Source: an optimization exercise on an open RTL-to-GDS flow (aim: small area, a short achievable clock period and few clock cycles). Production flows keep margins and buffers that such runs may drop.
At most, simulation tests tie the RTL to the original design; equivalence was not proved.
Power and IR drop assume default switching activity.

==> flow/design.v (excerpt) <==
module qr_decode(
    input clk,
    input srstn,
    input qr_decode_start,
    input [15:0] sram_rdata,
    output reg [9:0] sram_raddr,
    output reg decode_valid,
    output [7:0] decode_jis8_code,
    output reg qr_decode_finish
);
localparam S_IDLE = 4'd0, S_SCANA = 4'd1, S_SCANB = 4'd2, S_RIGHT = 4'd3,
           S_BLK = 4'd4, S_RING0 = 4'd5, S_RING1 = 4'd6, S_DEC2 = 4'd7,
           S_PROBE = 4'd8, S_ROT = 4'd9, S_DATA = 4'd10, S_DATA0 = 4'd11;
localparam [9:0] ADDR0 = {5'd1, 5'd2};
reg [3:0] state, state_n;
reg [9:0] raddr_n;
reg [3:0] bsel, bsel_n;         
reg [3:0] bselL, bselL_n;       
reg oor, oor_n;                 
reg [15:0] SA;
reg [14:0] SB;
wire srch = (state <= 4'd5);
wire [3:0] hA = SA[15:12];       
wire [3:0] hR = SA[11:8];        
wire [3:0] hC = SA[7:4];         
wire [3:0] hC2 = SA[3:0];
reg [3:0] hA_n, hR_n, hC_n, hC2_n;
reg [2:0] cnt, cnt_n;
wire [7:0] colacc = SB[14:7];
wire [7:0] rowacc = {1'b0, SB[6:0]};
reg [7:0] colacc_n, rowacc_n;
reg [6:0] xa, xa_n, ya, ya_n, xb_n;
wire [6:0] xb = SA[6:0];          
reg sL, sL_n, sR, sR_n;
reg tl, tl_n;
reg [1:0] rot, rot_n;
reg [2:0] m, m_n;
reg [6:0] OX, OX_n, OY, OY_n;      
reg pv1, pv1_n, two1, two1_n, mR1, mR1_n, mL1, mL1_n;
reg [1:0] ft1, ft1_n, tg1, tg1_n;
reg pv, pv_n, two, two_n, mR, mR_n, mL, mL_n;
reg [1:0] ft, ft_n, tg, tg_n;      
wire [4:0] nc = SA[15:11];
wire [4:0] nr = SA[10:6];
wire nh = SA[5];
wire [1:0] late = SA[4:3];
reg [4:0] nc_n, nr_n;
reg nh_n;
reg [1:0] late_n;
wire [8:0] acc = SB[14:6];
wire [2:0] nacc = SA[2:0];
wire [4:0] rem = SB[5:1];
wire gotn = SB[0];
reg [8:0] acc_n;
reg [2:0] nacc_n;
reg [4:0] rem_n;
reg gotn_n, capn, capn_n;
reg valid_n, fin_n;
function [15:0] dec16;
    input [3:0] v;
    dec16 = 16'd1 << v;
endfunction
wire nz = |sram_rdata;
  ...
Settings: LEC_CHECK=0, ABC_AREA=1, ABC_CLOCK_PERIOD_IN_PS=3000, CAP_MARGIN=20, CORE_MARGIN=2, CORE_UTILIZATION=40, SETUP_SLACK_MARGIN=5, SLEW_MARGIN=20, TNS_END_PERCENT=0; clock period 8.0 ns.
standard.sh (not shown) runs the stock make flow with config.mk's settings and CLKGATE_MAP_FILE= SYNTH_SCRIPT=/design/flow/synth_recipe.tcl, a recipe that flattens the netlist after the stock synthesis.
==> flow/flow/run.sh <==
#!/bin/bash
# Layout flow: the standard flow, except that after the standard synthesis
# the combinational logic is mapped again without the adder cells (half and
# full adders), which are slower and larger here than plain gates. Every
# flip-flop instance of the standard synthesis is kept as it is (blackboxed
# during the remap), so the registers keep their names and cell types.
set -euo pipefail
P=${FLOW_PLATFORM:-sky130hd}
R=orfs/results/$P/qr_decode/base
L=orfs/logs/$P/qr_decode/base
YOSYS=${YOSYS_EXE:-$(command -v yosys || echo "$FLOW_HOME/../tools/install/yosys/bin/yosys")}
LIB=$FLOW_HOME/platforms/$P/lib/sky130_fd_sc_hd__tt_025C_1v80.lib

# 1. standard synthesis
bash standard.sh synth > flow_1_synth.log 2>&1

# 2. remap the combinational logic with the same abc command the synthesis used
cp "$R/1_2_yosys.v" flow_std_netlist.v
ABCLINE=$(grep -m1 '^abc -script' "$L/1_2_yosys.log")
{
  echo "read_liberty -ignore_miss_func $LIB"
  echo "read_verilog flow_std_netlist.v"
  echo "hierarchy -top $FLOW_TOP"
  grep -oE 'sky130_fd_sc_hd__[a-z0-9_]+' flow_std_netlist.v | sort -u | grep -E '__(e?dfx|df|dl|sdf|conb)' | sed 's/^/blackbox /'
  echo "flatten"
  echo "opt_clean"
  echo "$ABCLINE"
  echo "rename -hide w:*.*"
  echo "opt_clean -purge"
  echo "hilomap -singleton -hicell sky130_fd_sc_hd__conb_1 HI -locell sky130_fd_sc_hd__conb_1 LO"
  echo "insbuf -buf sky130_fd_sc_hd__buf_4 A X"
  echo "tee -o flow_remap_stat.txt stat -liberty $LIB"
  echo "write_verilog -noattr -nohex -nodec flow_remapped.v"
} > flow_remap.ys
"$YOSYS" -s flow_remap.ys > flow_2_remap.log 2>&1
# the written netlist, read back against the cell library, must be clean
"$YOSYS" -p "read_liberty -lib $LIB; read_verilog flow_remapped.v; hierarchy -top $FLOW_TOP; check -assert" > flow_2_check.log 2>&1

# the flip-flops must be the standard synthesis's, one for one
grep -oE 'sky130_fd_sc_hd__e?dfx[a-z]*_[0-9]+ [^ ]+' flow_std_netlist.v | sort > flow_ff_std.txt
grep -oE 'sky130_fd_sc_hd__e?dfx[a-z]*_[0-9]+ [^ ]+' flow_remapped.v | sort > flow_ff_new.txt
cmp flow_ff_std.txt flow_ff_new.txt

# 3. the rest of the standard flow from the remapped netlist
cp flow_remapped.v "$R/1_2_yosys.v"
touch "$R/1_2_yosys.v"
bash standard.sh 'BUFFER_PORTS_ARGS=-buffer_cell sky130_fd_sc_hd__buf_4' finish > flow_3_layout.log 2>&1
Testbench counts at the start, summed over its fixed seeds: cycles 38,111.
Then changed:
--- a/flow/flow/run.sh
+++ b/flow/flow/run.sh
@@ -19 +19 @@
-ABCLINE=$(grep -m1 '^abc -script' "$L/1_2_yosys.log")
+ABCLINE=$(grep -m1 '^abc -script' "$L/1_2_yosys.log" | sed "s#-script [^ ]*#-script $PWD/flow/abc_remap.script#")
==> flow/flow/abc_remap.script (new file) <==
strash
ifraig
dc2
dch -f
map -a
topo
stime -c
buffer -c
upsize -c
dnsize -c
After rerunning:
- sequential power hardly moves
- final area fell by a few percent
- clock-buffer cell count fell by 2
Then changed:
--- a/flow/flow/run.sh
+++ b/flow/flow/run.sh
@@ -19 +19 @@
-ABCLINE=$(grep -m1 '^abc -script' "$L/1_2_yosys.log" | sed "s#-script [^ ]*#-script $PWD/flow/abc_remap.script#")
+ABCLINE=$(grep -m1 '^abc -script' "$L/1_2_yosys.log")
--- a/flow/config.mk
+++ b/flow/config.mk
@@ -12,0 +13 @@
+export PLACE_DENSITY = 0.7
removed: flow/flow/abc_remap.script
Outcome: The new run went through all stages and came out clean; setup slack improved by 0.46 ns; power goes down by 3.2%; hold slack improved by 0.0045 ns; via count grows by 7.2%; die area increases by 6.4%; cell count climbs by 8.8%; combinational power goes down by about 2%; final area increases by 3.2%; wire length hardly moves; non-clock buffer count went down by 11; global-route usage is lower by 1.4 points.

========
Setup of wip/quartz:
Another version of the RTL of qr_decode (not shown whole).
Size in the first run: ~1800 cells after synthesis, ~0.011 mm² of cells after synthesis.
==> flow/design.v (excerpt) <==
module qr_decode(
    input clk,
    input srstn,
    input qr_decode_start,
    input [15:0] sram_rdata,
    output reg [9:0] sram_raddr,
    output reg decode_valid,
    output [7:0] decode_jis8_code,
    output reg qr_decode_finish
);
==> flow/config.mk <==
export PLATFORM = sky130hd
export DESIGN_NAME = qr_decode
export DESIGN_NICKNAME = qr_decode
export VERILOG_FILES = /design/flow/design.v
export SDC_FILE = /design/flow/constraint.sdc
export NUM_CORES = 8
export LEC_CHECK = 0
export ABC_AREA = 1
export ABC_CLOCK_PERIOD_IN_PS = 3000
export CAP_MARGIN = 20
export CORE_MARGIN = 2
export CORE_UTILIZATION = 40
export SETUP_SLACK_MARGIN = 5
export SLEW_MARGIN = 20
export TNS_END_PERCENT = 10
==> flow/constraint.sdc <==
create_clock -name core_clock -period 8.0 [get_ports {clk}]
set_input_delay 1.6000 -clock core_clock [delete_from_list [all_inputs] [get_ports {clk}]]
set_output_delay 1.6000 -clock core_clock [all_outputs]
set_load 0.01 [all_outputs]
==> flow/flow/run.sh <==
#!/bin/bash
# Layout flow: the standard flow, except that after the standard synthesis
# the combinational logic is mapped again without the adder cells (half and
# full adders), which are slower and larger here than plain gates. Every
# flip-flop instance of the standard synthesis is kept as it is (blackboxed
# during the remap), so the registers keep their names and cell types.
set -euo pipefail
P=${FLOW_PLATFORM:-sky130hd}
R=orfs/results/$P/qr_decode/base
L=orfs/logs/$P/qr_decode/base
YOSYS=${YOSYS_EXE:-$(command -v yosys || echo "$FLOW_HOME/../tools/install/yosys/bin/yosys")}
LIB=$FLOW_HOME/platforms/$P/lib/sky130_fd_sc_hd__tt_025C_1v80.lib

# 1. standard synthesis
bash standard.sh synth > flow_1_synth.log 2>&1

# 2. remap the combinational logic with the same abc command the synthesis used
cp "$R/1_2_yosys.v" flow_std_netlist.v
ABCLINE=$(grep -m1 '^abc -script' "$L/1_2_yosys.log")
{
  echo "read_liberty -ignore_miss_func $LIB"
  echo "read_verilog flow_std_netlist.v"
  echo "hierarchy -top $FLOW_TOP"
  grep -oE 'sky130_fd_sc_hd__[a-z0-9_]+' flow_std_netlist.v | sort -u | grep -E '__(e?dfx|df|dl|sdf|conb)' | sed 's/^/blackbox /'
  echo "flatten"
  echo "opt_clean"
  echo "$ABCLINE"
  echo "rename -hide w:*.*"
  echo "opt_clean -purge"
  echo "hilomap -singleton -hicell sky130_fd_sc_hd__conb_1 HI -locell sky130_fd_sc_hd__conb_1 LO"
  echo "insbuf -buf sky130_fd_sc_hd__buf_4 A X"
  echo "tee -o flow_remap_stat.txt stat -liberty $LIB"
  echo "write_verilog -noattr -nohex -nodec flow_remapped.v"
} > flow_remap.ys
"$YOSYS" -s flow_remap.ys > flow_2_remap.log 2>&1
# the written netlist, read back against the cell library, must be clean
"$YOSYS" -p "read_liberty -lib $LIB; read_verilog flow_remapped.v; hierarchy -top $FLOW_TOP; check -assert" > flow_2_check.log 2>&1

# the flip-flops must be the standard synthesis's, one for one
grep -oE 'sky130_fd_sc_hd__e?dfx[a-z]*_[0-9]+ [^ ]+' flow_std_netlist.v | sort > flow_ff_std.txt
grep -oE 'sky130_fd_sc_hd__e?dfx[a-z]*_[0-9]+ [^ ]+' flow_remapped.v | sort > flow_ff_new.txt
cmp flow_ff_std.txt flow_ff_new.txt

# 3. the rest of the standard flow from the remapped netlist
cp flow_remapped.v "$R/1_2_yosys.v"
touch "$R/1_2_yosys.v"
bash standard.sh > flow_3_layout.log 2>&1
In summary, wip/quartz completed successfully, with a layout that passed the timing, DRC and antenna checks.
--- input diff wip/quartz..wip/amber ---
-- flow/config.mk --
<<< wip/quartz, line 13
export SETUP_SLACK_MARGIN = 5
export SLEW_MARGIN = 20
export TNS_END_PERCENT = 10
>>> wip/amber, line 13
export SETUP_SLACK_MARGIN = 5
export SLEW_MARGIN = 20
export TNS_END_PERCENT = 0
[summary]
In the flow results for wip/amber and wip/quartz, the critical path depth is larger on wip/amber. Compared with wip/quartz, wip/amber shows a higher total power per unit cell area. The proportion of power drawn by combinational gates reported for wip/amber is smaller than that of wip/quartz by 1.3 points.
No run of this note included a check of the RTL's function; only the layout flow was run.

what the ideal ports hide:
How much do the figures lean on ideal ports? The routed layouts below were timed once more, with nothing changed but the port constraints.
Step 1 sets driving cells, clkbuf_16 on the clock port and buf_2 on the other inputs (assumed; they add their load-dependent delay and slew).
Step 2 times the ports against the registers' clock, not the clock port: input delays grow and output delays shrink by t, the midpoint of the rising clock arrivals with the driver on.
Three values: ideal ports, drivers, drivers and shift; two values: the first two.
| run | shift t [ns] | slack for setup (ns) | slew at the worst register clock pin (ns) |
|---|---|---|---|
| the first run of note 1 | 0.476 | 4.875 / 4.904 / 4.427 | 0.06 / 0.06 |
| the second run of note 1 | 0.477 | 4.444 / 4.444 / 4.109 | 0.07 / 0.07 |
| the third run of note 1 | 0.484 | 4.900 / 4.900 / 4.511 | 0.06 / 0.06 |
| wip/quartz | 0.489 | 4.845 / 4.794 / 4.496 | 0.07 / 0.07 |
| wip/amber | 0.482 | 4.840 / 4.796 / 4.386 | 0.07 / 0.07 |
After both steps setup and hold are still met in every run listed. For wip/amber, which loses most, drivers alone change the setup slack by -0.044 ns; drivers and shift together by -0.454 ns.
